What follows belongs to an exercise in optimizing a design on an open flow for small area; a production flow would make more cautious choices.
At most, simulation tests tie the RTL to the original design; equivalence was not proved.
Function not checked in runs 2 to 6: the RTL went through the layout flow alone.

[flow/run.sh]
#!/bin/bash
# synth_recipe.tcl (not shown) runs the flow's synth.tcl, then flattens the netlist and writes it again
# the make line also repeats each setting of config.mk as NAME=value (left out here)
make -C /OpenROAD-flow-scripts/flow DESIGN_CONFIG=/design/flow/config.mk WORK_HOME=/design/flow/orfs CLKGATE_MAP_FILE= SYNTH_SCRIPT=/design/flow/synth_recipe.tcl finish
[flow/config.mk]
export PLATFORM = sky130hd
export DESIGN_NAME = defog_top
export DESIGN_NICKNAME = defog_top
export VERILOG_FILES = /design/flow/design.v
export SDC_FILE = /design/flow/constraint.sdc
export NUM_CORES = 4
export LEC_CHECK = 0
export CAP_MARGIN = 20
export CORE_MARGIN = 2
export CORE_UTILIZATION = 40
export PLACE_DENSITY = 0.6
export SLEW_MARGIN = 20
[flow/constraint.sdc]
create_clock -name core_clock -period 6.734 [get_ports {clk}]
set_input_delay 1.3468 -clock core_clock [delete_from_list [all_inputs] [get_ports {clk}]]
set_output_delay 1.3468 -clock core_clock [all_outputs]
set_load 0.01 [all_outputs]
[flow/design.v]
module defog_channel(
	input	[7:0]	e,
	input	[7:0]	a,
	input	[4:0]	qd,
	output	[7:0]	out
);
wire [12:0] prod = e * qd;
wire [9:0] y = {2'b00, e} + {1'b0, prod[12:4]};
wire [10:0] v = {3'b000, a} - {1'b0, y};
assign out = v[10] ? 8'd0 : v[7:0];
endmodule
module defog_top(
	input	clk,
	input	nrst,
	input	[7:0]	r,
	input	[7:0]	g,
	input	[7:0]	b,
	input	hsync,
	input	vsync,
	input	en,
	input	frame_done_flag,
	input	[7:0]	atmos,
	output	[7:0]	defogged_r,
	output	[7:0]	defogged_g,
	output	[7:0]	defogged_b,
	output	o_hsync,
	output	o_vsync,
	output	o_en,
	output	reg [7:0]	max_of_dark
);
reg [3:0] cnt;
wire cnt_done = cnt[3] & cnt[2];
always @(posedge clk or negedge nrst) begin
	if (!nrst)
		cnt <= 4'd0;
	else if (!cnt_done)
		cnt <= cnt + 4'd1;
end
wire p2_valid = cnt[3] | cnt[2] | cnt[1];
reg [23:0] p1, p2;
always @(posedge clk) begin
	p1 <= {r, g, b};
	p2 <= p1;
end
wire [7:0] r2 = p2[23:16];
wire [7:0] g2 = p2[15:8];
wire [7:0] b2 = p2[7:0];
wire [7:0] min_rg = (r2 <= g2) ? r2 : g2;
wire [7:0] dark = (min_rg <= b2) ? min_rg : b2;
always @(posedge clk or negedge nrst) begin
	if (!nrst)
		max_of_dark <= 8'd0;
	else if (frame_done_flag)
		max_of_dark <= 8'd0;
	else if (p2_valid && dark > max_of_dark)
		max_of_dark <= dark;
end
function [7:0] defog_diff(input [7:0] a, input [7:0] c);
	reg [8:0] d;
	begin
		d = {1'b0, a} - {1'b0, c};
		defog_diff = d[7:0] | {8{d[8]}};
	end
endfunction
reg [4:0] qd;
always @(*) begin
	case (dark)
		8'd0: qd = 5'd0;
		8'd1: qd = 5'd0;
		8'd2: qd = 5'd0;
		8'd3: qd = 5'd0;
		8'd4: qd = 5'd0;
		8'd5: qd = 5'd0;
		8'd6: qd = 5'd0;
		8'd7: qd = 5'd0;
		8'd8: qd = 5'd0;
		8'd9: qd = 5'd0;
		8'd10: qd = 5'd0;
		8'd11: qd = 5'd0;
		8'd12: qd = 5'd0;
		8'd13: qd = 5'd0;
		8'd14: qd = 5'd0;
		8'd15: qd = 5'd0;
		8'd16: qd = 5'd0;
		8'd17: qd = 5'd0;
		8'd18: qd = 5'd0;
		8'd19: qd = 5'd0;
		8'd20: qd = 5'd0;
		8'd21: qd = 5'd0;
		8'd22: qd = 5'd0;
		8'd23: qd = 5'd1;
		8'd24: qd = 5'd1;
		8'd25: qd = 5'd1;
		8'd26: qd = 5'd1;
		8'd27: qd = 5'd1;
		8'd28: qd = 5'd1;
		8'd29: qd = 5'd1;
		8'd30: qd = 5'd1;
		8'd31: qd = 5'd1;
		8'd32: qd = 5'd1;
		8'd33: qd = 5'd1;
		8'd34: qd = 5'd1;
		8'd35: qd = 5'd1;
		8'd36: qd = 5'd1;
		8'd37: qd = 5'd1;
		8'd38: qd = 5'd1;
		8'd39: qd = 5'd1;
		8'd40: qd = 5'd1;
		8'd41: qd = 5'd1;
		8'd42: qd = 5'd1;
		8'd43: qd = 5'd1;
		8'd44: qd = 5'd1;
		8'd45: qd = 5'd2;
		8'd46: qd = 5'd2;
		8'd47: qd = 5'd2;
		8'd48: qd = 5'd2;
		8'd49: qd = 5'd2;
		8'd50: qd = 5'd2;
		8'd51: qd = 5'd2;
		8'd52: qd = 5'd2;
		8'd53: qd = 5'd2;
		8'd54: qd = 5'd2;
		8'd55: qd = 5'd2;
		8'd56: qd = 5'd2;
		8'd57: qd = 5'd2;
		8'd58: qd = 5'd2;
		8'd59: qd = 5'd2;
		8'd60: qd = 5'd2;
		8'd61: qd = 5'd2;
		8'd62: qd = 5'd2;
		8'd63: qd = 5'd3;
		8'd64: qd = 5'd3;
		8'd65: qd = 5'd3;
		8'd66: qd = 5'd3;
		8'd67: qd = 5'd3;
		8'd68: qd = 5'd3;
		8'd69: qd = 5'd3;
		8'd70: qd = 5'd3;
		8'd71: qd = 5'd3;
		8'd72: qd = 5'd3;
		8'd73: qd = 5'd3;
		8'd74: qd = 5'd3;
		8'd75: qd = 5'd3;
		8'd76: qd = 5'd3;
		8'd77: qd = 5'd3;
		8'd78: qd = 5'd3;
		8'd79: qd = 5'd4;
		8'd80: qd = 5'd4;
		8'd81: qd = 5'd4;
		8'd82: qd = 5'd4;
		8'd83: qd = 5'd4;
		8'd84: qd = 5'd4;
		8'd85: qd = 5'd4;
		8'd86: qd = 5'd4;
		8'd87: qd = 5'd4;
		8'd88: qd = 5'd4;
		8'd89: qd = 5'd4;
		8'd90: qd = 5'd4;
		8'd91: qd = 5'd4;
		8'd92: qd = 5'd4;
		8'd93: qd = 5'd4;
		8'd94: qd = 5'd5;
		8'd95: qd = 5'd5;
		8'd96: qd = 5'd5;
		8'd97: qd = 5'd5;
		8'd98: qd = 5'd5;
		8'd99: qd = 5'd5;
		8'd100: qd = 5'd5;
		8'd101: qd = 5'd5;
		8'd102: qd = 5'd5;
		8'd103: qd = 5'd5;
		8'd104: qd = 5'd5;
		8'd105: qd = 5'd5;
		8'd106: qd = 5'd5;
		8'd107: qd = 5'd5;
		8'd108: qd = 5'd6;
		8'd109: qd = 5'd6;
		8'd110: qd = 5'd6;
		8'd111: qd = 5'd6;
		8'd112: qd = 5'd6;
		8'd113: qd = 5'd6;
		8'd114: qd = 5'd6;
		8'd115: qd = 5'd6;
		8'd116: qd = 5'd6;
		8'd117: qd = 5'd6;
		8'd118: qd = 5'd6;
		8'd119: qd = 5'd6;
		8'd120: qd = 5'd7;
		8'd121: qd = 5'd7;
		8'd122: qd = 5'd7;
		8'd123: qd = 5'd7;
		8'd124: qd = 5'd7;
		8'd125: qd = 5'd7;
		8'd126: qd = 5'd7;
		8'd127: qd = 5'd7;
		8'd128: qd = 5'd7;
		8'd129: qd = 5'd7;
		8'd130: qd = 5'd7;
		8'd131: qd = 5'd8;
		8'd132: qd = 5'd8;
		8'd133: qd = 5'd8;
		8'd134: qd = 5'd8;
		8'd135: qd = 5'd8;
		8'd136: qd = 5'd8;
		8'd137: qd = 5'd8;
		8'd138: qd = 5'd8;
		8'd139: qd = 5'd8;
		8'd140: qd = 5'd8;
		8'd141: qd = 5'd8;
		8'd142: qd = 5'd9;
		8'd143: qd = 5'd9;
		8'd144: qd = 5'd9;
		8'd145: qd = 5'd9;
		8'd146: qd = 5'd9;
		8'd147: qd = 5'd9;
		8'd148: qd = 5'd9;
		8'd149: qd = 5'd9;
		8'd150: qd = 5'd9;
		8'd151: qd = 5'd9;
		8'd152: qd = 5'd10;
		8'd153: qd = 5'd10;
		8'd154: qd = 5'd10;
		8'd155: qd = 5'd10;
		8'd156: qd = 5'd10;
		8'd157: qd = 5'd10;
		8'd158: qd = 5'd10;
		8'd159: qd = 5'd10;
		8'd160: qd = 5'd11;
		8'd161: qd = 5'd11;
		8'd162: qd = 5'd11;
		8'd163: qd = 5'd11;
		8'd164: qd = 5'd11;
		8'd165: qd = 5'd11;
		8'd166: qd = 5'd11;
		8'd167: qd = 5'd11;
		8'd168: qd = 5'd11;
		8'd169: qd = 5'd12;
		8'd170: qd = 5'd12;
		8'd171: qd = 5'd12;
		8'd172: qd = 5'd12;
		8'd173: qd = 5'd12;
		8'd174: qd = 5'd12;
		8'd175: qd = 5'd12;
		8'd176: qd = 5'd12;
		8'd177: qd = 5'd13;
		8'd178: qd = 5'd13;
		8'd179: qd = 5'd13;
		8'd180: qd = 5'd13;
		8'd181: qd = 5'd13;
		8'd182: qd = 5'd13;
		8'd183: qd = 5'd14;
		8'd184: qd = 5'd14;
		8'd185: qd = 5'd14;
		8'd186: qd = 5'd14;
		8'd187: qd = 5'd14;
		8'd188: qd = 5'd14;
		8'd189: qd = 5'd14;
		8'd190: qd = 5'd14;
		8'd191: qd = 5'd15;
		8'd192: qd = 5'd15;
		8'd193: qd = 5'd15;
		8'd194: qd = 5'd15;
		8'd195: qd = 5'd15;
		8'd196: qd = 5'd15;
		8'd197: qd = 5'd16;
		8'd198: qd = 5'd16;
		8'd199: qd = 5'd16;
		8'd200: qd = 5'd16;
		8'd201: qd = 5'd16;
		8'd202: qd = 5'd16;
		8'd203: qd = 5'd17;
		8'd204: qd = 5'd17;
		8'd205: qd = 5'd17;
		8'd206: qd = 5'd17;
		8'd207: qd = 5'd18;
		8'd208: qd = 5'd18;
		8'd209: qd = 5'd18;
		8'd210: qd = 5'd18;
		8'd211: qd = 5'd18;
		8'd212: qd = 5'd18;
		8'd213: qd = 5'd18;
		8'd214: qd = 5'd19;
		8'd215: qd = 5'd19;
		8'd216: qd = 5'd19;
		8'd217: qd = 5'd19;
		8'd218: qd = 5'd20;
		8'd219: qd = 5'd20;
		8'd220: qd = 5'd20;
		8'd221: qd = 5'd20;
		8'd222: qd = 5'd20;
		8'd223: qd = 5'd21;
		8'd224: qd = 5'd21;
		8'd225: qd = 5'd21;
		8'd226: qd = 5'd21;
		8'd227: qd = 5'd22;
		8'd228: qd = 5'd22;
		8'd229: qd = 5'd22;
		8'd230: qd = 5'd22;
		8'd231: qd = 5'd22;
		8'd232: qd = 5'd23;
		8'd233: qd = 5'd23;
		8'd234: qd = 5'd23;
		8'd235: qd = 5'd24;
		8'd236: qd = 5'd24;
		8'd237: qd = 5'd24;
		8'd238: qd = 5'd24;
		8'd239: qd = 5'd24;
		8'd240: qd = 5'd25;
		8'd241: qd = 5'd25;
		8'd242: qd = 5'd25;
		8'd243: qd = 5'd26;
		8'd244: qd = 5'd26;
		8'd245: qd = 5'd26;
		8'd246: qd = 5'd26;
		8'd247: qd = 5'd27;
		8'd248: qd = 5'd27;
		8'd249: qd = 5'd27;
		8'd250: qd = 5'd28;
		8'd251: qd = 5'd28;
		8'd252: qd = 5'd28;
		8'd253: qd = 5'd29;
		8'd254: qd = 5'd29;
		8'd255: qd = 5'd29;
		default: qd = 5'd0;
	endcase
end
reg [4:0] qd3;
reg [23:0] e3;
always @(posedge clk) begin
	qd3 <= qd;
	e3 <= {defog_diff(atmos, r2), defog_diff(atmos, g2), defog_diff(atmos, b2)};
end
wire [23:0] res;
defog_channel ur(.e(e3[23:16]), .a(atmos), .qd(qd3), .out(res[23:16]));
defog_channel ug(.e(e3[15:8]), .a(atmos), .qd(qd3), .out(res[15:8]));
defog_channel ub(.e(e3[7:0]), .a(atmos), .qd(qd3), .out(res[7:0]));
reg [23:0] d4, d5, d6, d7, d8, d9, d10, d11, d12;
always @(posedge clk) begin
	d4 <= res;
	d5 <= d4;
	d6 <= d5;
	d7 <= d6;
	d8 <= d7;
	d9 <= d8;
	d10 <= d9;
	d11 <= d10;
	d12 <= d11;
end
assign defogged_r = d12[23:16];
assign defogged_g = d12[15:8];
assign defogged_b = d12[7:0];
reg [2:0] s1, s2, s3, s4, s5, s6, s7, s8, s9, s10, s11, s12;
always @(posedge clk) begin
	s1 <= {hsync, vsync, en};
	s2 <= s1;
	s3 <= s2;
	s4 <= s3;
	s5 <= s4;
	s6 <= s5;
	s7 <= s6;
	s8 <= s7;
	s9 <= s8;
	s10 <= s9;
	s11 <= s10;
	s12 <= s11;
end
assign {o_hsync, o_vsync, o_en} = s12 & {3{cnt_done}};
endmodule
==> flow_summary_export.csv, run 1 <==
group,metric,value,unit
status,status,"timing/DRC/antenna clean",
sta,final_max_slew_viol_count,0,
clocking,clkTransAtPathRegs,0.06,ns
finish,postLayoutCoreUtil,0.471,
routing,totalWireLength,26.2,mm
routing,wl_per_cell,13.9,µm
sta,fmax,168,MHz
sta,hold_viol,0,
sta,fin_worst_skew,0.0150,ns
global_routing,gr-total-overflow,0,
hold_path,hold_path_class,"flip-flop to flip-flop",
yosys,syn_area,14200,µm²
routing,vias,8675,
sta,timing.hold.ws,0.323,ns
placement,io_buffer_count,72,
routing,first_pass_iters,4,
floorplanning,ios,73,
worst_setup_path,crit_arrival,6.35,ns
finish,final_cell_mix,"dfxtp_1 (329), inv_1 (180), ha_1 (132)",
global_routing,antenna_found_initial,0,
clocking,cts_resized,0,
yosys,synth_top_cell_by_area,"dfxtp_1",
floorplanning,die_x,192,µm
worst_setup_path,critPathLaunchType,"flip-flop",
clocking,holdBufCountCts,0,
yosys,yosys_warnings,1,
clocking,clock-sinks,341,
floorplanning,initial_core_util,0.402,
yosys,yosysSeqAreaShare,0.485,
finish,stdcell_count,1881,
yosys,synthTopCellsByArea,"dfxtp_1 (46%), ha_1 (12%), fa_1 (11%)",
finish,nets,1643,
yosys,synth_edf_count,0,
global_routing,grt_pass1_wl,43.4,mm
finish,drive_gt1_frac,0.0627,
yosys,ys_ff_latch,341,
yosys,yosys.cell_types.count,66,
placement,gp_congestion,0.803,
floorplanning,core_area,35300,µm²
clocking,cts_buffers,35,
routing,remaining_drc_errors,0,
sta,min_period_over_period,0.885,
clocking,cts_tree,"done",
finish,final_common_cell,"dfxtp_1",
yosys,synthArstFlopShare,0.0352,
clocking,clkLatencyLatePin,0.52,ns
yosys,synth.avg_cell_area,11.0,µm²
yosys,yosysTopAreaCellShare,0.464,
routing,drt-initial-drc-count,307,
clocking,h-tree-depth,2,
floorplanning,die_h,192,µm
sta,finalSetupViolations,0,
finish,antenna_cells,0,
sta,layout_min_cycle_time,5.96,ns
worst_setup_path,crit_type,"flip-flop to flip-flop",
clocking,post_cts_buffers,0,
floorplanning,dieArea,37000,µm²
global_routing,grt_pass1_vias,8782,
placement,dp_cells,1819,
sta,rsz0062_at_grt,"false",
routing,drt-vias-per-instance,4.61,
floorplanning,rows,69,
finish,area_growth,17.1,%
worst_setup_path,crit_fanout,15,
placement,dp_hpwl,19.9,mm
routing,final_antenna_net_count,0,
worst_setup_path,endpoint_kind,"flip-flop",
global_routing,grt_max_degree,20,
sta,tns,0,ns
yosys,syn_nets,1544,
run,max_cap_viol_count,0,
clocking,cts.path.max_buffers,3,
sta,relSlewSlack,0.502,
clocking,cts-root-buf,"clkbuf_16",
yosys,synthCells,1296,
sta,worstMarginPinSlew,0.726,ns
global_routing,grtUsageTotal,0.150,
worst_setup_path,cp.required,7.13,ns
yosys,synth-main-ff-cell,"dfxtp_1",
-- registers in the layout, indices dropped and copies added (netlist names), 4 cells and up --
register and flops:
cnt 4, d10 24, d11 24, d12 24, d4 24, d5 24, d6 24, d7 24
d8 24, d9 24, e3 24, max_of_dark 8, p1 24, p2 24, qd3 5
-- cell type report --
cell class,count,area [µm²]
multi-input cells,750,6530
clock buffers,52,1040
well taps,461,577
inverters,184,691
flip-flops and latches,341,6890
repair buffers,83,803
clock inverters,10,113
fillers,3296,18700
-- cells by family (layout without fill, tap and decap cells) --
kind of cell	count (synthesis)	in the layout	share of synthesized area
XOR/XNOR	53	53	0.0327
buffers and inverters	205	329	0.0554
multiplexers	15	15	0.0109
adder cells (fa/ha/maj)	212	212	0.228
flip-flops	341	341	0.485
AND/OR/NAND/NOR	286	286	0.103
AO/OA/AOI/OAI	184	184	0.0852
-- cell usage after synthesis (5+ instances only) --
| cell type | number |
|---|---|
| o211ai_1 | 6 |
| xor2_1 | 22 |
| nor3_1 | 25 |
| a31oi_1 | 6 |
| a21o_1 | 23 |
| and4_1 | 5 |
| dfrtp_1 | 12 |
| o21a_1 | 5 |
| ha_1 | 132 |
| nand2_1 | 88 |
| inv_1 | 180 |
| nor2_1 | 30 |
| xnor2_1 | 31 |
| dfxtp_1 | 329 |
| clkbuf_1 | 10 |
| mux2i_1 | 13 |
| nor2b_1 | 22 |
| nand3_1 | 11 |
| nand2b_1 | 19 |
| buf_2 | 5 |
| and2_1 | 64 |
| and3_1 | 7 |
| o21bai_1 | 10 |
| o21ai_0 | 41 |
| fa_1 | 78 |
| a21oi_1 | 52 |
-- stage by stage --
| stage | cell area [µm²] | worst slack (ns) |
|---|---|---|
| floorplan | 14200 | 1.16 |
| global placement | 15500 | 0.848 |
| detailed placement | 15500 | 0.795 |
| CTS | 16600 | 0.774 |
| global route | 16600 | 0.391 |
| finish | 16600 | 0.778 |
-- per-layer routing --
| layer | track usage | part of all wire | vias up |
|---|---|---|---|
| li1 | - | - | 4395 |
| met1 | 0.177 | 0.44 | 4050 |
| met2 | 0.265 | 0.48 | 172 |
| met3 | 0.0302 | 0.040 | 58 |
| met5 | 0 | 0 | - |
| met4 | 0.0658 | 0.037 | 0 |
-- worst max-delay path: stages, from the launching register on --
cell and delay [ns]:
dfxtp_1 0.44, inv_1 0.09, ha_1 0.29, nor2b_1 0.13, o211a_1 0.22, o31ai_2 0.46
o21ai_0 0.22, nand2_1 0.11, ha_1 0.24, and3_4 0.19, a221o_1 0.38, a22oi_4 0.40
mux2i_1 0.69, inv_1 0.29, ha_1 0.36, o21ai_0 0.08, nand2b_1 0.14, o41ai_4 0.75
mux2i_1 0.27, nor2_1 0.05
-- worst paths after layout --
kind                            startpoint             end  slack (ns)  depth (start not counted)
worst max-delay path                 p2[9]  max_of_dark[2]        0.78                         19
worst min-delay path               d10[23]         d11[23]        0.32                          0
worst max register to register       p2[9]  max_of_dark[2]        0.78                         19
worst min register to register     d10[23]         d11[23]        0.32                          0
max in group asynchronous             nrst          cnt[2]        5.18                          1
min in group asynchronous             nrst  max_of_dark[5]        1.18                          1
==> run 2: changes to the inputs <==
--- a/flow/design.v
+++ b/flow/design.v
@@ -1,13 +1,13 @@
 module defog_channel(
-	input	[7:0]	e,
+	input	[7:0]	c,
 	input	[7:0]	a,
 	input	[4:0]	qd,
 	output	[7:0]	out
 );
-wire [12:0] prod = e * qd;
-wire [9:0] y = {2'b00, e} + {1'b0, prod[12:4]};
-wire [10:0] v = {3'b000, a} - {1'b0, y};
-assign out = v[10] ? 8'd0 : v[7:0];
+wire [8:0] e = {1'b0, a} - {1'b0, c};
+wire [12:0] prod = e[7:0] * qd;
+wire [9:0] v = {2'b00, c} - {1'b0, prod[12:4]};
+assign out = (e[8] | v[9]) ? 8'd0 : v[7:0];
 endmodule
 module defog_top(
 	input	clk,
@@ -55,13 +55,6 @@
 	else if (p2_valid && dark > max_of_dark)
 		max_of_dark <= dark;
 end
-function [7:0] defog_diff(input [7:0] a, input [7:0] c);
-	reg [8:0] d;
-	begin
-		d = {1'b0, a} - {1'b0, c};
-		defog_diff = d[7:0] | {8{d[8]}};
-	end
-endfunction
 reg [4:0] qd;
 always @(*) begin
 	case (dark)
@@ -324,19 +317,14 @@
 		default: qd = 5'd0;
 	endcase
 end
-reg [4:0] qd3;
-reg [23:0] e3;
-always @(posedge clk) begin
-	qd3 <= qd;
-	e3 <= {defog_diff(atmos, r2), defog_diff(atmos, g2), defog_diff(atmos, b2)};
-end
 wire [23:0] res;
-defog_channel ur(.e(e3[23:16]), .a(atmos), .qd(qd3), .out(res[23:16]));
-defog_channel ug(.e(e3[15:8]), .a(atmos), .qd(qd3), .out(res[15:8]));
-defog_channel ub(.e(e3[7:0]), .a(atmos), .qd(qd3), .out(res[7:0]));
-reg [23:0] d4, d5, d6, d7, d8, d9, d10, d11, d12;
+defog_channel ur(.c(r2), .a(atmos), .qd(qd), .out(res[23:16]));
+defog_channel ug(.c(g2), .a(atmos), .qd(qd), .out(res[15:8]));
+defog_channel ub(.c(b2), .a(atmos), .qd(qd), .out(res[7:0]));
+reg [23:0] d3, d4, d5, d6, d7, d8, d9, d10, d11, d12;
 always @(posedge clk) begin
-	d4 <= res;
+	d3 <= res;
+	d4 <= d3;
 	d5 <= d4;
 	d6 <= d5;
 	d7 <= d6;
==> run 2 against run 1 <==
The layout now fails its checks (setup timing). Global-route usage grew 2.1 points. Clock-buffer cell count is 8 lower. Fmax shrank 31%.
==> flow_summary_export.csv, run 2 <==
group,metric,value,unit
placement,place_area,16900,µm²
worst_setup_path,cp.required,7.14,ns
routing,remaining_drc_errors,0,
floorplanning,die_h,189,µm
routing,totalWireLength,29.4,mm
worst_setup_path,crit_start,"p2[9]",
finish,drive_gt1_frac,0.305,
clocking,clkTransAtPathRegs,0.06,ns
yosys,yosysSeqAreaShare,0.494,
finish,fillers,2932,
routing,vias,9610,
clocking,clkLatencyLatePin,0.53,ns
yosys,syn_nets,1461,
routing,first_pass_iters,5,
floorplanning,initial_core_util,0.408,
placement,io_buffer_count,72,
placement,gp_congestion,0.886,
yosys,synthTopCellsByArea,"dfxtp_1 (47%), ha_1 (12%), fa_1 (8.3%)",
clocking,cts.path.max_buffers,3,
yosys,yosysTopAreaCellShare,0.472,
worst_setup_path,critPathLaunchType,"flip-flop",
yosys,synth_top_cell_by_area,"dfxtp_1",
worst_setup_path,crit_type,"flip-flop to flip-flop",
yosys,yosys_warnings,1,
yosys,synthTopCellsByCount,"dfxtp_1 (324), ha_1 (132), inv_1 (126)",
floorplanning,die_x,189,µm
finish,final_area,18800,µm²
global_routing,grt_pass1_wl,48.9,mm
finish,final_cell_mix,"dfxtp_1 (318), buf_4 (257), ha_1 (117)",
routing,final_antenna_net_count,0,
yosys,ys_ff_latch,336,
sta,hold_viol,0,
worst_setup_path,path_delay_family,"compound AO/OA/AOI/OAI gates",
sta,fmax,116,MHz
sta,layout_min_cycle_time,8.62,ns
yosys,syn_area,13700,µm²
finish,postLayoutCoreUtil,0.558,
clocking,cts_tree,"done",
global_routing,grt_max_degree,17,
yosys,synth_most_common_cell,"dfxtp_1",
hold_path,hold_path_class,"flip-flop to flip-flop",
yosys,synthArstFlopShare,0.0357,
clocking,clock-sinks,336,
status,so_faults,"setup timing",
routing,wl_per_cell,14.3,µm
worst_setup_path,cp_num_buf_inv,9,
worst_setup_path,critPathMaxStageDelay,0.55,ns
sta,fin_worst_skew,0.0292,ns
worst_setup_path,crit_arrival,9.02,ns
global_routing,antenna_found_initial,2,
floorplanning,dieArea,35800,µm²
sta,finalSetupViolations,24,
finish,nets,1820,
sta,rsz0062_at_grt,"true",
floorplanning,core_area,33700,µm²
yosys,synth-main-ff-cell,"dfxtp_1",
floorplanning,rows,67,
yosys,synth.avg_cell_area,11.1,µm²
worst_setup_path,endpoint_kind,"flip-flop",
finish,area_growth,36.9,%
clocking,cts_buffers,34,
placement,dp_hpwl,22.6,mm
finish,antenna_cells,0,
global_routing,grtUsageTotal,0.171,
yosys,synthCells,1234,
global_routing,gr-total-overflow,0,
clocking,cts-root-buf,"clkbuf_16",
sta,min_period_over_period,1.28,
routing,drt-initial-drc-count,450,
yosys,yosys.cell_types.count,80,
worst_setup_path,r2r_start,"p2[9]",
status,status,"complete, but fails checks",
clocking,holdBufCountCts,0,
run,max_cap_viol_count,0,
finish,final_common_cell,"dfxtp_1",
global_routing,grt_pass1_vias,9901,
worst_setup_path,crit_path_top_delay_cell,"fa_1",
sta,worstMarginPinSlew,0.814,ns
worst_setup_path,crit_fanout,8,
hold_path,hp-start,"s8[0]",
floorplanning,ios,73,
clocking,h-tree-depth,2,
sta,final_max_slew_viol_count,0,
yosys,synth_edf_count,0,
sta,setup_slack,-1.88,ns
routing,drt-vias-per-instance,4.65,
sta,relSlewSlack,0.458,
-- run 2: cell count changes after synthesis, moves of 13 or more --
cell,previous run,this run
a211oi_1,4,19
a21o_1,23,40
and2_1,64,5
fa_1,78,57
inv_1,180,126
nand2_1,88,39
nor2_1,30,118
nor3_1,25,10
o21ai_0,41,28
or2_2,4,19
-- run 2: through the flow --
step           setup TNS (ns)  setup slack [ns]  hold WS, ns  instances
2_1_floorplan          -35.69             -1.60        0.310       1234
3_3_place_gp           -48.33             -2.20        0.310       1968
3_5_place_dp           -50.45             -2.33        0.312       1968
4_1_cts                -43.43             -1.85        0.319       2058
5_1_grt                -52.57             -2.29        0.321       2065
6_report               -43.13             -1.88        0.316       2065
-- run 2: what timing repair did --
action | CTS | global route
pin swaps | 67 | 29
gates resized for setup | 80 | 27
buffers inserted | 29 | 7
endpoints found under the setup margin | 24 | 24
gates cloned | 1 | 0
-- run 2: cell type report --
type / count / area (µm²) / area share
Clock buffer: 44 / 950 / 0.0505
Sequential cell: 336 / 6790 / 0.361
Timing Repair Buffer: 345 / 2870 / 0.152
Multi-Input combinational cell: 746 / 6960 / 0.370
Tap cell: 448 / 561 / 0.0298
Inverter: 130 / 490 / 0.0261
Clock inverter: 16 / 180 / 0.00958
-- run 2: per-layer routing --
| layer | wire, µm | share of wire | vias to the layer above | track usage |
|---|---|---|---|---|
| met1 | 13800 | 0.47 | 4537 | 0.228 |
| met4 | 807 | 0.027 | 2 | 0.0608 |
| met2 | 13600 | 0.46 | 171 | 0.281 |
| met5 | 13 | 0.00044 | - | 0 |
| li1 | - | - | 4844 | - |
| met3 | 1160 | 0.039 | 56 | 0.0280 |
-- run 2: final timing paths --
check,end,slack (ns),cells after the start
min in group asynchronous,cnt[1],1.19,1
setup / recovery,d3[19],-1.88,45
hold / removal,s9[0],0.32,0
hold reg to reg,s9[0],0.32,0
max in group asynchronous,max_of_dark[6],5.17,1
setup reg to reg,d3[19],-1.88,45
-- run 2: cells by family after synthesis --
logic type               after synthesis  share of synthesized area
flip-flops                           336                      0.494
AND/OR/NAND/NOR                      278                      0.102
AO/OA/AOI/OAI                        213                      0.112
adder cells (fa/ha/maj)              190                      0.204
buffers and inverters                152                     0.0446
XOR/XNOR                              55                     0.0351
multiplexers                          10                    0.00811
==> run 3: changes to the inputs <==
--- a/flow/design.v
+++ b/flow/design.v
@@ -1,13 +1,123 @@
 module defog_channel(
-	input	[7:0]	c,
-	input	[7:0]	a,
-	input	[4:0]	qd,
+	input	[7:0]	f,
+	input	[4:0]	qdn,
+	input	[7:0]	an,
+	input	z,
 	output	[7:0]	out
 );
-wire [8:0] e = {1'b0, a} - {1'b0, c};
-wire [12:0] prod = e[7:0] * qd;
-wire [9:0] v = {2'b00, c} - {1'b0, prod[12:4]};
-assign out = (e[8] | v[9]) ? 8'd0 : v[7:0];
+wire [7:0] e = ~f;
+wire [7:0] pp0 = ~(f | {8{qdn[0]}});
+wire [7:0] pp1 = ~(f | {8{qdn[1]}});
+wire [7:0] pp2 = ~(f | {8{qdn[2]}});
+wire [7:0] pp3 = ~(f | {8{qdn[3]}});
+wire [7:0] pp4 = ~(f | {8{qdn[4]}});
+wire t_1, t_2;
+defog_fa t_fa2(.a(pp0[2]), .b(pp1[1]), .ci(pp2[0]), .s(t_1), .co(t_2));
+wire t_3, t_4;
+defog_fa t_fa4(.a(pp0[3]), .b(pp1[2]), .ci(pp2[1]), .s(t_3), .co(t_4));
+wire t_5, t_6;
+defog_fa t_fa6(.a(pp3[0]), .b(t_2), .ci(t_3), .s(t_5), .co(t_6));
+wire t_7, t_8;
+defog_fa t_fa8(.a(e[0]), .b(pp0[4]), .ci(pp1[3]), .s(t_7), .co(t_8));
+wire t_9, t_10;
+defog_fa t_fa10(.a(pp2[2]), .b(pp3[1]), .ci(pp4[0]), .s(t_9), .co(t_10));
+wire t_11, t_12;
+defog_fa t_fa12(.a(an[0]), .b(t_4), .ci(t_7), .s(t_11), .co(t_12));
+wire t_13, t_14;
+defog_fa t_fa14(.a(t_9), .b(t_11), .ci(t_6), .s(t_13), .co(t_14));
+wire t_15, t_16;
+defog_fa t_fa16(.a(e[1]), .b(pp0[5]), .ci(pp1[4]), .s(t_15), .co(t_16));
+wire t_17, t_18;
+defog_fa t_fa18(.a(pp2[3]), .b(pp3[2]), .ci(pp4[1]), .s(t_17), .co(t_18));
+wire t_19, t_20;
+defog_fa t_fa20(.a(an[1]), .b(t_10), .ci(t_15), .s(t_19), .co(t_20));
+wire t_21, t_22;
+defog_fa t_fa22(.a(t_17), .b(t_8), .ci(t_12), .s(t_21), .co(t_22));
+wire t_23, t_24;
+defog_fa t_fa24(.a(t_19), .b(t_14), .ci(t_21), .s(t_23), .co(t_24));
+wire t_25, t_26;
+defog_fa t_fa26(.a(e[2]), .b(pp0[6]), .ci(pp1[5]), .s(t_25), .co(t_26));
+wire t_27, t_28;
+defog_fa t_fa28(.a(pp2[4]), .b(pp3[3]), .ci(pp4[2]), .s(t_27), .co(t_28));
+wire t_29, t_30;
+defog_fa t_fa30(.a(an[2]), .b(t_16), .ci(t_18), .s(t_29), .co(t_30));
+wire t_31, t_32;
+defog_fa t_fa32(.a(t_25), .b(t_27), .ci(t_20), .s(t_31), .co(t_32));
+wire t_33, t_34;
+defog_fa t_fa34(.a(t_29), .b(t_22), .ci(t_31), .s(t_33), .co(t_34));
+wire t_35, t_36;
+defog_fa t_fa36(.a(e[3]), .b(pp0[7]), .ci(pp1[6]), .s(t_35), .co(t_36));
+wire t_37, t_38;
+defog_fa t_fa38(.a(pp2[5]), .b(pp3[4]), .ci(pp4[3]), .s(t_37), .co(t_38));
+wire t_39, t_40;
+defog_fa t_fa40(.a(an[3]), .b(t_26), .ci(t_28), .s(t_39), .co(t_40));
+wire t_41, t_42;
+defog_fa t_fa42(.a(t_35), .b(t_37), .ci(t_30), .s(t_41), .co(t_42));
+wire t_43, t_44;
+defog_fa t_fa44(.a(t_39), .b(t_32), .ci(t_41), .s(t_43), .co(t_44));
+wire t_45, t_46;
+defog_fa t_fa46(.a(e[4]), .b(pp1[7]), .ci(pp2[6]), .s(t_45), .co(t_46));
+wire t_47, t_48;
+defog_fa t_fa48(.a(pp3[5]), .b(pp4[4]), .ci(an[4]), .s(t_47), .co(t_48));
+wire t_49, t_50;
+defog_fa t_fa50(.a(t_36), .b(t_38), .ci(t_45), .s(t_49), .co(t_50));
+wire t_51, t_52;
+defog_fa t_fa52(.a(t_40), .b(t_47), .ci(t_49), .s(t_51), .co(t_52));
+wire t_53, t_54;
+defog_fa t_fa54(.a(t_42), .b(t_51), .ci(t_44), .s(t_53), .co(t_54));
+wire t_55, t_56;
+defog_fa t_fa56(.a(e[5]), .b(pp2[7]), .ci(pp3[6]), .s(t_55), .co(t_56));
+wire t_57, t_58;
+defog_fa t_fa58(.a(pp4[5]), .b(an[5]), .ci(t_46), .s(t_57), .co(t_58));
+wire t_59, t_60;
+defog_fa t_fa60(.a(t_55), .b(t_48), .ci(t_50), .s(t_59), .co(t_60));
+wire t_61, t_62;
+defog_fa t_fa62(.a(t_57), .b(t_52), .ci(t_59), .s(t_61), .co(t_62));
+wire t_63, t_64;
+defog_fa t_fa64(.a(e[6]), .b(pp3[7]), .ci(pp4[6]), .s(t_63), .co(t_64));
+wire t_65, t_66;
+defog_fa t_fa66(.a(an[6]), .b(t_56), .ci(t_63), .s(t_65), .co(t_66));
+wire t_67, t_68;
+defog_fa t_fa68(.a(t_58), .b(t_65), .ci(t_60), .s(t_67), .co(t_68));
+wire t_69, t_70;
+defog_fa t_fa70(.a(e[7]), .b(pp4[7]), .ci(an[7]), .s(t_69), .co(t_70));
+wire t_71, t_72;
+defog_fa t_fa72(.a(t_64), .b(t_66), .ci(t_69), .s(t_71), .co(t_72));
+wire t_73, t_74;
+defog_ha t_ha74(.a(pp0[1]), .b(pp1[0]), .s(t_73), .co(t_74));
+wire t_75, t_76;
+defog_ha t_ha76(.a(t_1), .b(t_74), .s(t_75), .co(t_76));
+wire t_77, t_78;
+defog_ha t_ha78(.a(t_5), .b(t_76), .s(t_77), .co(t_78));
+wire t_79, t_80;
+defog_ha t_ha80(.a(t_13), .b(t_78), .s(t_79), .co(t_80));
+wire t_81, t_82;
+defog_ha t_ha82(.a(t_23), .b(t_80), .s(t_81), .co(t_82));
+wire t_83, t_84;
+defog_fa t_fa84(.a(t_24), .b(t_33), .ci(t_82), .s(t_83), .co(t_84));
+wire t_85, t_86;
+defog_fa t_fa86(.a(t_34), .b(t_43), .ci(t_84), .s(t_85), .co(t_86));
+wire t_87, t_88;
+defog_ha t_ha88(.a(t_53), .b(t_86), .s(t_87), .co(t_88));
+wire t_89, t_90;
+defog_fa t_fa90(.a(t_61), .b(t_54), .ci(t_88), .s(t_89), .co(t_90));
+wire t_91, t_92;
+defog_fa t_fa92(.a(t_62), .b(t_67), .ci(t_90), .s(t_91), .co(t_92));
+wire t_93, t_94;
+defog_fa t_fa94(.a(t_71), .b(t_68), .ci(t_92), .s(t_93), .co(t_94));
+wire t_95, t_96;
+defog_fa t_fa96(.a(t_70), .b(t_72), .ci(t_94), .s(t_95), .co(t_96));
+wire [9:0] w = {t_96, t_95, t_93, t_91, t_89, t_87, t_85, t_83, t_81, t_79};
+wire zero = w[9] | w[8] | z;
+assign out = ~(w[7:0] | {8{zero}});
+endmodule
+module defog_fa(input a, input b, input ci, output s, output co);
+assign s = a ^ b ^ ci;
+assign co = (a & b) | (a & ci) | (b & ci);
+endmodule
+module defog_ha(input a, input b, output s, output co);
+assign s = a ^ b;
+assign co = a & b;
 endmodule
 module defog_top(
 	input	clk,
@@ -317,14 +427,27 @@
 		default: qd = 5'd0;
 	endcase
 end
+wire [7:0] an = ~atmos;
+wire [7:0] fr, fg, fb;
+wire zr, zg, zb;
+defog_sub sr(.an(an), .c(r2), .f(fr), .z(zr));
+defog_sub sg(.an(an), .c(g2), .f(fg), .z(zg));
+defog_sub sb(.an(an), .c(b2), .f(fb), .z(zb));
+reg [4:0] qdn3;
+reg [23:0] f3;
+reg [2:0] z3;
+always @(posedge clk) begin
+	qdn3 <= ~qd;
+	f3 <= {fr, fg, fb};
+	z3 <= {zr, zg, zb};
+end
 wire [23:0] res;
-defog_channel ur(.c(r2), .a(atmos), .qd(qd), .out(res[23:16]));
-defog_channel ug(.c(g2), .a(atmos), .qd(qd), .out(res[15:8]));
-defog_channel ub(.c(b2), .a(atmos), .qd(qd), .out(res[7:0]));
-reg [23:0] d3, d4, d5, d6, d7, d8, d9, d10, d11, d12;
+defog_channel ur(.f(f3[23:16]), .qdn(qdn3), .an(an), .z(z3[2]), .out(res[23:16]));
+defog_channel ug(.f(f3[15:8]), .qdn(qdn3), .an(an), .z(z3[1]), .out(res[15:8]));
+defog_channel ub(.f(f3[7:0]), .qdn(qdn3), .an(an), .z(z3[0]), .out(res[7:0]));
+reg [23:0] d4, d5, d6, d7, d8, d9, d10, d11, d12;
 always @(posedge clk) begin
-	d3 <= res;
-	d4 <= d3;
+	d4 <= res;
 	d5 <= d4;
 	d6 <= d5;
 	d7 <= d6;
@@ -354,3 +477,17 @@
 end
 assign {o_hsync, o_vsync, o_en} = s12 & {3{cnt_done}};
 endmodule
+module defog_sub(
+	input	[7:0]	an,
+	input	[7:0]	c,
+	output	[7:0]	f,
+	output	z
+);
+wire [8:0] cy;
+defog_ha h0(.a(an[0]), .b(c[0]), .s(f[0]), .co(cy[1]));
+genvar i;
+generate for (i = 1; i < 8; i = i + 1) begin : gsub
+	defog_fa fa(.a(an[i]), .b(c[i]), .ci(cy[i]), .s(f[i]), .co(cy[i+1]));
+end endgenerate
+assign z = cy[8];
+endmodule
--- a/flow/config.mk
+++ b/flow/config.mk
@@ -5,6 +5,7 @@
 export SDC_FILE = /design/flow/constraint.sdc
 export NUM_CORES = 4
 export LEC_CHECK = 0
+export ABC_AREA = 1
 export CAP_MARGIN = 20
 export CORE_MARGIN = 2
 export CORE_UTILIZATION = 40
==> run 3 against run 2 <==
Now clean on timing, DRC and antenna. Die area shrank 5.4%. Fmax increased by 34%. Hold slack improved by 0.00090 ns. Largest cell class is now flip-flops and latches. Core utilization decreased by 6.9 points. Final cell count is 18% lower.
==> flow_summary_export.csv, run 3 <==
group,metric,value,unit
status,status,"timing/DRC/antenna clean",
yosys,yosysTopAreaCellShare,0.512,
hold_path,hp-start,"d6[1]",
routing,vias,7282,
sta,rsz0062_at_grt,"false",
floorplanning,ios,73,
sta,layout_min_cycle_time,6.44,ns
yosys,synth_xor_area_frac,0.00338,
clocking,clkTransAtPathRegs,0.06,ns
clocking,cts.path.max_buffers,3,
yosys,muxShareOfSynthArea,0.000868,
global_routing,gr-total-overflow,0,
floorplanning,initial_core_util,0.409,
yosys,synthCells,1147,
worst_setup_path,r2r_slack,0.40,ns
clocking,clock-sinks,344,
floorplanning,dieArea,33900,µm²
routing,wl_per_cell,12.5,µm
yosys,yosys.cell_types.count,42,
floorplanning,die_x,184,µm
yosys,synthTopCellsByArea,"dfxtp_1 (51%), fa_1 (22%), inv_1 (6.4%)",
floorplanning,die_h,184,µm
finish,nets,1474,
routing,drt-vias-per-instance,4.32,
yosys,synth_edf_count,0,
yosys,yosys.area_share.simple,0.106,
worst_setup_path,path_common_cell,"fa_1",
finish,fillers,2829,
worst_setup_path,critPathLaunchType,"primary input",
clocking,cts_tree,"done",
hold_path,hold_path_class,"flip-flop to flip-flop",
clocking,holdBufCountCts,0,
worst_setup_path,cp_num_buf_inv,6,
yosys,yosys_warnings,1,
worst_setup_path,crit_path_top_delay_cell,"clkdlybuf4s50_1",
sta,finalSetupViolations,0,
worst_setup_path,critPathMaxStageDelay,0.54,ns
yosys,synth_top_cell_by_area,"dfxtp_1",
clocking,cts-root-buf,"clkbuf_16",
global_routing,grt_pass1_wl,35.5,mm
run,max_cap_viol_count,0,
sta,min_period_over_period,0.956,
global_routing,antenna_found_initial,0,
worst_setup_path,path_delay_family,"adder cells",
routing,first_pass_iters,4,
worst_setup_path,reg2regPathDepth,21,
clocking,h-tree-depth,2,
placement,io_buffer_count,72,
sta,relSlewSlack,0.486,
routing,drt-initial-drc-count,272,
yosys,synth_compound_area_frac,0.0254,
sta,hold_viol,0,
worst_setup_path,crit_arrival,6.88,ns
clocking,clkLatencyLatePin,0.51,ns
clocking,cts_resized,0,
clocking,cts_buffers,36,
worst_setup_path,crit_fanout,8,
hold_path,min_to,"d7[1]",
sta,fin_worst_skew,0.0145,ns
routing,remaining_drc_errors,0,
clocking,post_cts_buffers,0,
finish,final_common_cell,"dfxtp_1",
hold_path,min_path_cells,0,
yosys,synth_top_family_by_area,"adder cells",
worst_setup_path,path_cells,"clkdlybuf4s50_1 -> fa_1 -> fa_1 -> fa_1 -> inv_1 -> ha_1 -> fa_1 -> inv_1 -> fa_1 -> inv_1 -> ha_1 -> inv_1 -> fa_1 -> fa_1 -> fa_1 -> inv_1 -> fa_1 -> or3_1 -> nor2_1",
routing,totalWireLength,21.1,mm
yosys,ys_ff_latch,344,
finish,area_growth,19.7,%
floorplanning,core_area,31700,µm²
worst_setup_path,r2r_start,"qdn3[0]",
finish,drive_gt1_frac,0.0966,
sta,fmax,155,MHz
routing,final_antenna_net_count,0,
global_routing,grtUsageTotal,0.133,
global_routing,grt_pass1_vias,7383,
finish,antenna_cells,0,
yosys,synth_most_common_cell,"dfxtp_1",
placement,dp_cells,1619,
yosys,synth.avg_cell_area,11.3,µm²
yosys,synthTopCellsByCount,"dfxtp_1 (332), inv_1 (221), fa_1 (141)",
worst_setup_path,crit_type,"primary input to flip-flop",
yosys,yosysSeqAreaShare,0.535,
sta,worstMarginPinSlew,0.770,ns
worst_setup_path,rr_endpoint,"d4[15]",
placement,dp_hpwl,16.1,mm
global_routing,grt_max_degree,19,
sta,final_max_slew_viol_count,0,
yosys,syn_area,13000,µm²
placement,gp_congestion,0.854,
worst_setup_path,endpoint_kind,"flip-flop",
finish,final_cell_mix,"dfxtp_1 (331), inv_1 (221), fa_1 (141)",
finish,stdcell_count,1685,
yosys,synthAdderAreaFrac,0.256,
yosys,syn_nets,1366,
yosys,synth-main-ff-cell,"dfxtp_1",
finish,postLayoutCoreUtil,0.489,
floorplanning,rows,65,
worst_setup_path,cp.required,7.18,ns
yosys,synthArstFlopShare,0.0349,
[run 3: changes by cell type after synthesis, sizes merged, moves of 17 or more]
| cell | delta |
|---|---|
| nand2 | +95 |
| a21o | -40 |
| inv | +97 |
| fa | +84 |
| nand3 | +22 |
| nor2b | -17 |
| a21oi | -31 |
| nand2b | -24 |
| xnor2 | -32 |
| a211oi | -20 |
| ha | -92 |
| xor2 | -18 |
[run 3: stage by stage]
step                      TNS [ns]  area, µm²  setup slack (ns)  hold slack [ns]
after floorplan                  0      13000             0.458            0.310
after global placement       -2.35      14200            -0.186            0.310
after detailed placement     -5.02      14200            -0.281            0.312
after CTS                        0      15500             0.265            0.320
after global routing             0      15500           0.00133            0.323
final                            0      15500             0.299            0.317
[run 3: kinds of logic after synthesis]
group                      count (synthesis)
DFF                                      344
and+or+nand+nor                          315
buffers and inverters                    246
adders and majority gates                181
AOI/OAI and AO/OA                         55
xor gates and xnor gates                   5
muxes                                      1
[run 3: final cells by class]
type,instances,area [µm²],share of cell area
inverters,228,858,0.0553
multi-input cells,557,5090,0.328
clock buffers,48,1020,0.0655
flip-flops and latches,344,6950,0.448
clock inverters,18,269,0.0173
well taps,402,503,0.0324
repair buffers,88,841,0.0542
[run 3: how the worst max path moves through the flow]
stage	depth (start not counted)	to	start	slack, ns
5_1_grt	19	d4[15]	atmos[0]	0.001
6_report	19	d4[15]	atmos[0]	0.30
3_5_place_dp	19	d4[15]	atmos[0]	-0.28
4_1_cts	19	d4[15]	atmos[0]	0.26
2_1_floorplan	20	d4[10]	atmos[1]	0.46
3_3_place_gp	19	d4[9]	atmos[0]	-0.19
[run 3: metal layers]
layer / GRT usage / part of all wire
met3: 0.0291 / 0.050
met4: 0.0547 / 0.030
met1: 0.169 / 0.45
met2: 0.222 / 0.47
met5: 0 / 0
==> run 4: changes to the inputs <==
--- a/flow/config.mk
+++ b/flow/config.mk
@@ -5,7 +5,6 @@
 export SDC_FILE = /design/flow/constraint.sdc
 export NUM_CORES = 4
 export LEC_CHECK = 0
-export ABC_AREA = 1
 export CAP_MARGIN = 20
 export CORE_MARGIN = 2
 export CORE_UTILIZATION = 40
==> run 4 against run 3 <==
Critical path depth unchanged. Clock skew up 0.0035 ns. Clock-buffer cell count is 3 higher. Global-route usage rose by 0.057 points. Fmax increased by 0.95%. Non-clock buffer count decreased by 2. Still clean.
==> flow_summary_export.csv, run 4 <==
group,metric,value,unit
status,status,"timing/DRC/antenna clean",
clocking,cts_buffers,36,
worst_setup_path,rr_endpoint,"d4[12]",
yosys,ys_ff_latch,344,
placement,place_area,14400,µm²
global_routing,grtUsageTotal,0.134,
finish,fillers,2925,
clocking,h-tree-depth,2,
clocking,cts_tree,"done",
finish,drive_gt1_frac,0.114,
clocking,clkTransAtPathRegs,0.06,ns
yosys,syn_area,13100,µm²
global_routing,gr-total-overflow,0,
floorplanning,die_h,185,µm
floorplanning,ios,73,
worst_setup_path,crit_fanout,4,
routing,vias,7294,
clocking,holdBufCountCts,0,
routing,met1_length,9.62,mm
floorplanning,rows,66,
sta,finalSetupViolations,0,
yosys,synthCells,1082,
finish,final_area,15700,µm²
yosys,synth_edf_count,0,
yosys,synthTopCellsByCount,"dfxtp_1 (332), inv_1 (186), fa_1 (141)",
sta,worstMarginPinSlew,0.618,ns
worst_setup_path,critPathLaunchType,"primary input",
clocking,post_cts_buffers,0,
sta,hold_viol,0,
worst_setup_path,reg2regPathDepth,22,
clocking,clkLatencyLatePin,0.52,ns
sta,rsz0062_at_grt,"false",
clocking,clock-sinks,344,
sta,layout_min_cycle_time,6.37,ns
yosys,synthTopCellsByArea,"dfxtp_1 (51%), fa_1 (21%), inv_1 (5.3%)",
global_routing,grt_pass1_vias,7496,
yosys,yosys_warnings,1,
global_routing,antenna_found_initial,0,
yosys,synth.avg_cell_area,12.1,µm²
yosys,syn_nets,1301,
yosys,synth_top_cell_by_area,"dfxtp_1",
clocking,cts.path.max_buffers,3,
finish,multi_input_area,5380,µm²
placement,io_buffer_count,72,
worst_setup_path,crit_arrival,6.81,ns
floorplanning,die_x,185,µm
global_routing,grt_pass1_wl,36.4,mm
yosys,yosysSeqAreaShare,0.529,
routing,routed-wl-met3,1.18,mm
worst_setup_path,cp.required,7.17,ns
finish,area_growth,19.2,%
worst_setup_path,endpoint_kind,"flip-flop",
sta,min_period_over_period,0.947,
yosys,synth-main-ff-cell,"dfxtp_1",
clocking,cts-root-buf,"clkbuf_16",
worst_setup_path,r2r_slack,0.48,ns
yosys,synth_most_common_cell,"dfxtp_1",
hold_path,hold_path_class,"flip-flop to flip-flop",
placement,dp_hpwl,15.8,mm
routing,first_pass_iters,5,
worst_setup_path,crit_path_end,"d4[12]",
yosys,yosys.cell_types.count,70,
clocking,cts_resized,0,
run,max_cap_viol_count,0,
floorplanning,dieArea,34300,µm²
routing,totalWireLength,21.4,mm
finish,nets,1405,
worst_setup_path,crit_start,"atmos[0]",
sta,final_max_slew_viol_count,0,
finish,final_cell_mix,"dfxtp_1 (332), inv_1 (186), fa_1 (141)",
finish,regArea,6950,µm²
yosys,yosysTopAreaCellShare,0.506,
sta,fin_worst_skew,0.0180,ns
routing,wl_met2,10.1,mm
routing,wl_per_cell,12.9,µm
routing,highest_layer,"met4",
floorplanning,initial_core_util,0.405,
global_routing,grt_max_degree,25,
sta,tns,0,ns
worst_setup_path,crit_type,"primary input to flip-flop",
finish,final_common_cell,"dfxtp_1",
sta,fmax,157,MHz
finish,antenna_cells,0,
placement,gp_congestion,0.838,
floorplanning,core_area,32500,µm²
worst_setup_path,r2r_start,"qdn3[1]",
routing,drt-initial-drc-count,332,
routing,drt-vias-per-instance,4.40,
sta,relSlewSlack,0.587,
routing,remaining_drc_errors,0,
routing,final_antenna_net_count,0,
yosys,synthArstFlopShare,0.0349,
[run 4: changes by cell type in the layout (fill, tap and decap cells not counted), sizes merged, moves of 6 or more]
cell / change
inv: -39
a21o: +8
and2: +15
nand2b: +6
nand3: -19
or2: +28
mux2i: +10
nand2: -116
nor2: -13
o22ai: -6
o21ai: -7
o211ai: +6
[run 4: kinds of logic after synthesis]
logic type / after synthesis / synth area share
buffers and inverters: 211 / 0.0618
AO/OA/AOI/OAI: 91 / 0.0539
adder cells (fa/ha/maj): 181 / 0.253
XOR/XNOR: 7 / 0.00467
multiplexers: 13 / 0.0102
flip-flops: 344 / 0.529
AND/OR/NAND/NOR: 235 / 0.0880
[run 4: metrics by stage]
stage | setup WS [ns] | instances | utilization | hold slack, ns
6_report | 0.360 | 1656 | 0.483 | 0.317
2_1_floorplan | 0.537 | 1082 | - | 0.310
3_3_place_gp | -0.0668 | 1590 | 0.444 | 0.310
4_1_cts | 0.328 | 1656 | 0.483 | 0.316
5_1_grt | 0.0729 | 1656 | 0.483 | 0.315
3_5_place_dp | -0.185 | 1590 | 0.444 | 0.312
[run 4: area by class of cell]
cell class,count,share of cell area
multi-input combinational,527,0.344
clock inverter,15,0.0117
timing repair buffer,86,0.0527
clock buffer,51,0.0676
inverter,191,0.0458
tap,442,0.0353
sequential,344,0.443
[run 4: per-layer routing]
metal  GRT usage  vias to the layer above
met4      0.0486                        0
met3      0.0271                       51
met1       0.172                     3510
li1            -                     3548
met5           0                        -
met2       0.223                      185
[run 4: how the worst min path moves through the flow]
stage	end	cells after the start	from	slack, ns
6_report	d6[10]	0	d5[10]	0.32
3_3_place_gp	d11[23]	0	d10[23]	0.31
3_5_place_dp	d10[11]	0	d9[11]	0.31
4_1_cts	d6[10]	0	d5[10]	0.32
5_1_grt	d6[10]	0	d5[10]	0.32
2_1_floorplan	d10[0]	0	d9[0]	0.31
[run 4: critical path, stage by stage]
cell and delay (ns):
clkdlybuf4s50_1 0.51, fa_1 0.54, fa_1 0.44, fa_1 0.46, inv_1 0.07, ha_1 0.17, fa_1 0.18, inv_1 0.06
fa_1 0.42, inv_1 0.07, ha_1 0.13, inv_1 0.05, fa_1 0.44, fa_1 0.46, fa_1 0.43, inv_1 0.09
fa_1 0.40, or3_1 0.44, nor2_1 0.11
==> run 5: changes to the inputs <==
--- a/flow/config.mk
+++ b/flow/config.mk
@@ -5,8 +5,9 @@
 export SDC_FILE = /design/flow/constraint.sdc
 export NUM_CORES = 4
 export LEC_CHECK = 0
+export ABC_AREA = 1
 export CAP_MARGIN = 20
 export CORE_MARGIN = 2
-export CORE_UTILIZATION = 40
-export PLACE_DENSITY = 0.6
+export CORE_UTILIZATION = 70
+export PLACE_DENSITY = 0.8
 export SLEW_MARGIN = 20
==> run 5 against run 4 <==
Still clean. Global-route usage increased by 14 points. Clock skew decreased by 0.0035 ns. Synthesized cell count increased by 6.0%. Flip-flop and latch count unchanged. Fmax decreased by 1.0%. Hold slack improved by 0.0037 ns. First-iteration DRC count increased by 79%. Design area decreased by 3.0%. Final cell count decreased by 9.1%. Die area decreased by 43%. Critical endpoint is now d4[3].
==> flow_summary_export.csv, run 5 <==
group,metric,value,unit
sta,timing.hold.ws,0.320,ns
finish,area_growth,17.1,%
sta,final_max_slew_viol_count,0,
sta,finalSetupViolations,0,
yosys,synthArstFlopShare,0.0349,
worst_setup_path,crit_arrival,6.87,ns
yosys,yosys_warnings,1,
yosys,yosysSeqAreaShare,0.535,
floorplanning,ios,73,
floorplanning,initial_core_util,0.717,
finish,stdcell_count,1505,
yosys,yosys.cell_types.count,42,
status,status,"timing/DRC/antenna clean",
floorplanning,die_x,140,µm
yosys,synthTopCellsByArea,"dfxtp_1 (51%), fa_1 (22%), inv_1 (6.4%)",
routing,remaining_drc_errors,0,
routing,vias,7915,
finish,final_common_cell,"dfxtp_1",
worst_setup_path,path_delay_family,"adder cells",
placement,io_buffer_count,72,
global_routing,grt_pass1_vias,8809,
global_routing,gr-total-overflow,0,
placement,post-place-ws,-0.272,ns
clocking,cts.path.max_buffers,3,
sta,relSlewSlack,0.534,
hold_path,hold_path_class,"flip-flop to flip-flop",
clocking,clock-sinks,344,
routing,totalWireLength,25.3,mm
clocking,clkLatencyLatePin,0.51,ns
yosys,synth-main-ff-cell,"dfxtp_1",
finish,nets,1470,
clocking,post_cts_buffers,0,
worst_setup_path,path_common_cell,"fa_1",
yosys,yosysTopAreaCellShare,0.512,
yosys,synth_edf_count,0,
global_routing,grt_max_degree,19,
floorplanning,dieArea,19600,µm²
placement,dp_hpwl,16.5,mm
run,max_cap_viol_count,0,
worst_setup_path,critPathLaunchType,"flip-flop",
worst_setup_path,cp_num_buf_inv,7,
yosys,synthCells,1147,
routing,first_pass_iters,19,
worst_setup_path,cp.required,7.17,ns
clocking,cts-root-buf,"clkbuf_16",
yosys,synth.avg_cell_area,11.3,µm²
finish,final_cell_mix,"dfxtp_1 (330), inv_1 (221), fa_1 (141)",
worst_setup_path,path_cells,"buf_4 -> nor2_1 -> fa_1 -> inv_1 -> fa_1 -> fa_1 -> fa_1 -> inv_1 -> ha_1 -> fa_1 -> inv_1 -> fa_1 -> inv_1 -> ha_1 -> inv_1 -> fa_1 -> fa_1 -> fa_1 -> inv_1 -> fa_1 -> or3_4 -> nor2_1",
finish,postLayoutCoreUtil,0.840,
worst_setup_path,crit_type,"flip-flop to flip-flop",
floorplanning,rows,49,
yosys,syn_nets,1366,
yosys,syn_area,13000,µm²
global_routing,grtUsageTotal,0.273,
clocking,holdBufCountCts,0,
sta,fin_worst_skew,0.0145,ns
routing,drt-vias-per-instance,5.26,
routing,wl_per_cell,16.8,µm
finish,drive_gt1_frac,0.0940,
clocking,cts_tree,"done",
clocking,h-tree-depth,2,
routing,drt-initial-drc-count,594,
sta,fmax,155,MHz
yosys,synth_top_cell_by_area,"dfxtp_1",
yosys,ys_ff_latch,344,
worst_setup_path,crit_path_top_delay_cell,"dfxtp_2",
clocking,cts_buffers,34,
sta,worstMarginPinSlew,0.690,ns
sta,setup_slack,0.295,ns
worst_setup_path,critPathMaxStageDelay,0.48,ns
sta,hold_viol,0,
worst_setup_path,endpoint_kind,"flip-flop",
clocking,clkTransAtPathRegs,0.07,ns
worst_setup_path,crit_fanout,9,
clocking,cts_resized,0,
global_routing,grt_pass1_wl,41.7,mm
routing,final_antenna_net_count,0,
floorplanning,die_h,140,µm
sta,tns,0,ns
yosys,synthTopCellsByCount,"dfxtp_1 (332), inv_1 (221), fa_1 (141)",
sta,rsz0062_at_grt,"false",
global_routing,antenna_found_initial,0,
sta,layout_min_cycle_time,6.44,ns
placement,dp_cells,1444,
yosys,synth_most_common_cell,"dfxtp_1",
sta,min_period_over_period,0.956,
finish,antenna_cells,0,
floorplanning,core_area,18100,µm²
placement,gp_congestion,0.947,
run 5: path summary, 6_finish.rpt:
kind	startpoint	endpoint	slack [ns]	cells past startpoint
setup / recovery	qdn3[1]	d4[3]	0.30	22
hold / removal	d7[23]	d8[23]	0.32	0
setup reg to reg	qdn3[1]	d4[3]	0.30	22
hold reg to reg	d7[23]	d8[23]	0.32	0
max in group asynchronous	nrst	max_of_dark[2]	5.12	1
min in group asynchronous	nrst	cnt[1]	1.22	1
run 5: worst reg2reg max path, delay by kind of cell (launching register included):
family | cells | cell delay (ns)
adders and majority gates | 12 | 4.48
and+or+nand+nor | 3 | 0.69
DFF | 1 | 0.48
buffers and inverters | 7 | 0.72
run 5: metal layers:
metal  share of wire  GRT usage  vias up
met5               0          0        -
met4           0.054      0.152        0
met3           0.069     0.0609      123
met2            0.51      0.484      389
met1            0.36      0.308     3789
li1                -          -     3614
run 5: stage by stage:
stage | instance area [µm²]
2_1_floorplan | 13000
5_1_grt | 15200
6_report | 15200
3_3_place_gp | 14000
3_5_place_dp | 14000
4_1_cts | 15200
run 5: layout make-up:
| cell class | instances | area (µm²) |
|---|---|---|
| flip-flops and latches | 344 | 6950 |
| multi-input cells | 557 | 5100 |
| inverters | 228 | 858 |
| clock buffers | 43 | 926 |
| clock inverters | 18 | 251 |
| repair buffers | 86 | 828 |
| well taps | 229 | 287 |
| fillers | 906 | 2890 |
run 5: cells by family after synthesis:
group	synth area share
buf+inv	0.0724
xor+xnor	0.00338
fa+ha+maj	0.256
mux	0.000868
simple gates	0.106
compound gates	0.0254
flops	0.535
==> run 6: changes to the inputs <==
--- a/flow/config.mk
+++ b/flow/config.mk
@@ -9,5 +9,8 @@
 export CAP_MARGIN = 20
 export CORE_MARGIN = 2
 export CORE_UTILIZATION = 70
+export CTS_BUF_LIST = sky130_fd_sc_hd__clkbuf_8
+export CTS_CLUSTER_DIAMETER = 60
+export CTS_CLUSTER_SIZE = 20
 export PLACE_DENSITY = 0.8
 export SLEW_MARGIN = 20
==> run 6 against run 5 <==
Clock-buffer cell count shrank 21. Via count shrank 6.2%. Die area is the same. Core utilization shrank 4.3 points. Sequential share of layout area grew 2.4 points. Critical path type is now primary input to flip-flop.
==> flow_summary_export.csv, run 6 <==
group,metric,value,unit
floorplanning,dieArea,19600,µm²
worst_setup_path,r2r_slack,0.42,ns
sta,worstMarginPinSlew,0.699,ns
worst_setup_path,crit_type,"primary input to flip-flop",
finish,drive_gt1_frac,0.0730,
finish,antenna_cells,0,
yosys,synthTopCellsByArea,"dfxtp_1 (51%), fa_1 (22%), inv_1 (6.4%)",
clocking,post_cts_buffers,0,
yosys,synth.avg_cell_area,11.3,µm²
clocking,h-tree-depth,1,
yosys,ys_ff_latch,344,
finish,final_common_cell,"dfxtp_1",
placement,dp_hpwl,16.5,mm
clocking,clock-sinks,344,
placement,io_buffer_count,72,
worst_setup_path,crit_arrival,6.94,ns
placement,gp_congestion,0.947,
sta,finalSetupViolations,0,
finish,nets,1458,
yosys,syn_nets,1366,
global_routing,grt_pass1_wl,36.8,mm
sta,tns,0,ns
worst_setup_path,cp.required,7.21,ns
status,status,"timing/DRC/antenna clean",
finish,postLayoutCoreUtil,0.797,
yosys,yosysSeqAreaShare,0.535,
yosys,yosys_warnings,1,
clocking,cts_resized,0,
yosys,synth_top_cell_by_area,"dfxtp_1",
yosys,synth_edf_count,0,
routing,first_pass_iters,20,
finish,regArea,6950,µm²
worst_setup_path,r2r_start,"qdn3[0]",
yosys,yosys.cell_types.count,42,
yosys,yosysTopAreaCellShare,0.512,
floorplanning,initial_core_util,0.717,
yosys,syn_area,13000,µm²
finish,area_growth,11.2,%
yosys,synth-main-ff-cell,"dfxtp_1",
worst_setup_path,reg2regPathDepth,21,
floorplanning,die_x,140,µm
finish,multi_input_area,5090,µm²
sta,fmax,155,MHz
routing,wl_per_cell,14.6,µm
clocking,cts_tree,"done",
clocking,clkLatencyLatePin,0.56,ns
yosys,synthCells,1147,
worst_setup_path,rr_endpoint,"d4[3]",
routing,final_antenna_net_count,0,
sta,relSlewSlack,0.528,
worst_setup_path,crit_start,"atmos[0]",
global_routing,grt_pass1_vias,8081,
clocking,clkTransAtPathRegs,0.12,ns
yosys,synthTopCellsByCount,"dfxtp_1 (332), inv_1 (221), fa_1 (141)",
clocking,holdBufCountCts,0,
floorplanning,core_area,18100,µm²
routing,remaining_drc_errors,0,
floorplanning,ios,73,
sta,fin_worst_skew,0.0204,ns
sta,hold_viol,0,
floorplanning,die_h,140,µm
yosys,synthArstFlopShare,0.0349,
worst_setup_path,critPathLaunchType,"primary input",
sta,final_max_slew_viol_count,0,
finish,fillers,1063,
sta,rsz0062_at_grt,"false",
hold_path,hold_path_class,"flip-flop to flip-flop",
routing,totalWireLength,21.6,mm
routing,vias,7427,
worst_setup_path,crit_fanout,8,
finish,final_cell_mix,"dfxtp_1 (331), inv_1 (224), fa_1 (141)",
global_routing,antenna_found_initial,0,
clocking,cts-root-buf,"clkbuf_8",
run,max_cap_viol_count,0,
global_routing,gr-total-overflow,0,
yosys,synth_most_common_cell,"dfxtp_1",
global_routing,grt_max_degree,22,
sta,min_period_over_period,0.959,
global_routing,grtUsageTotal,0.236,
routing,drt-vias-per-instance,5.03,
worst_setup_path,endpoint_kind,"flip-flop",
clocking,cts_buffers,22,
routing,drt-initial-drc-count,488,
worst_setup_path,crit_path_end,"d4[3]",
clocking,cts.path.max_buffers,3,
floorplanning,rows,49,
sta,layout_min_cycle_time,6.46,ns
run 6: cell counts after synthesis:
No cell type changed its count.
run 6: kinds of logic (layout without fill, tap and decap cells):
kind of cell,count (synthesis),count (layout),synth area share
compound gates,55,55,0.0254
buf+inv,246,346,0.0724
mux,1,1,0.000868
flops,344,344,0.535
fa+ha+maj,181,181,0.256
xor+xnor,5,5,0.00338
simple gates,315,315,0.106
run 6: worst min-delay path by stage:
stage | slack, ns | startpoint | endpoint | depth (start not counted)
floorplan | 0.31 | d9[0] | d10[0] | 0
global placement | 0.31 | s1[0] | s2[0] | 0
detailed placement | 0.31 | d10[16] | d11[16] | 0
CTS | 0.33 | d4[18] | d5[18] | 0
global route | 0.33 | d4[18] | d5[18] | 0
finish | 0.33 | s6[0] | s7[0] | 0
run 6: layout make-up:
type | instances | area share
Clock buffer | 22 | 0.0210
Timing Repair Buffer | 86 | 0.0573
Tap cell | 229 | 0.0199
Multi-Input combinational cell | 557 | 0.353
Clock inverter | 10 | 0.00798
Sequential cell | 344 | 0.482
Inverter | 228 | 0.0595
run 6: worst max-delay path, cell delays in order:
cell and delay, ns:
clkdlybuf4s50_1 0.54, fa_1 0.56, fa_1 0.44, fa_1 0.46, inv_1 0.07, ha_1 0.18, fa_1 0.17, inv_1 0.05
fa_1 0.40, inv_1 0.07, ha_1 0.14, inv_1 0.06, fa_1 0.46, fa_1 0.46, fa_1 0.43, inv_1 0.09
fa_1 0.38, or3_1 0.48, nor2_1 0.16
run 6: layer usage:
layer | GRT usage | wire length, µm
met1 | 0.280 | 8570
met2 | 0.427 | 11100
met3 | 0.0451 | 1270
met4 | 0.0957 | 731
met5 | 0 | 0
run 6: metrics by stage:
stage	instance area, µm²	setup slack [ns]	hold WS [ns]	instances
2_1_floorplan	13000	0.458	0.310	1147
3_3_place_gp	14000	-0.177	0.309	1444
3_5_place_dp	14000	-0.272	0.312	1444
4_1_cts	14400	0.284	0.329	1476
5_1_grt	14400	0.0262	0.327	1476
6_report	14400	0.275	0.330	1476

-- afterwards: timing with drivers on the ports --
How much do the figures lean on ideal ports? The routed layouts below were timed once more, with nothing changed but the port constraints. Step 1 sets driving cells, clkbuf_16 on the clock port and buf_2 on the other inputs (assumed; they add their load-dependent delay and slew). Step 2 also shifts input and output timing later by t, the mid clock arrival at the registers, as if the neighbouring blocks saw the same clock. Three values: ideal, step 1, step 2; two values: the first two.
| run | shift t [ns] | slack for setup (ns) | clock arrival spread, ns |
|---|---|---|---|
| run 1 | 0.569 | 0.778 / 0.778 / 0.778 | 0.019 / 0.019 |
| run 2 | 0.557 | -1.885 / -1.885 / -1.885 | 0.034 / 0.033 |
| run 3 | 0.554 | 0.299 / 0.283 / -0.271 | 0.018 / 0.018 |
| run 4 | 0.556 | 0.360 / 0.362 / -0.195 | 0.025 / 0.025 |
| run 5 | 0.547 | 0.295 / 0.295 / -0.160 | 0.018 / 0.018 |
| run 6 | 0.594 | 0.275 / 0.290 / -0.304 | 0.028 / 0.028 |
Met with ideal ports but missed after step 2: setup timing in run 3, run 4, run 5 and run 6. For run 6, which loses most, drivers alone change the setup slack by +0.015 ns; drivers and shift together by -0.579 ns.
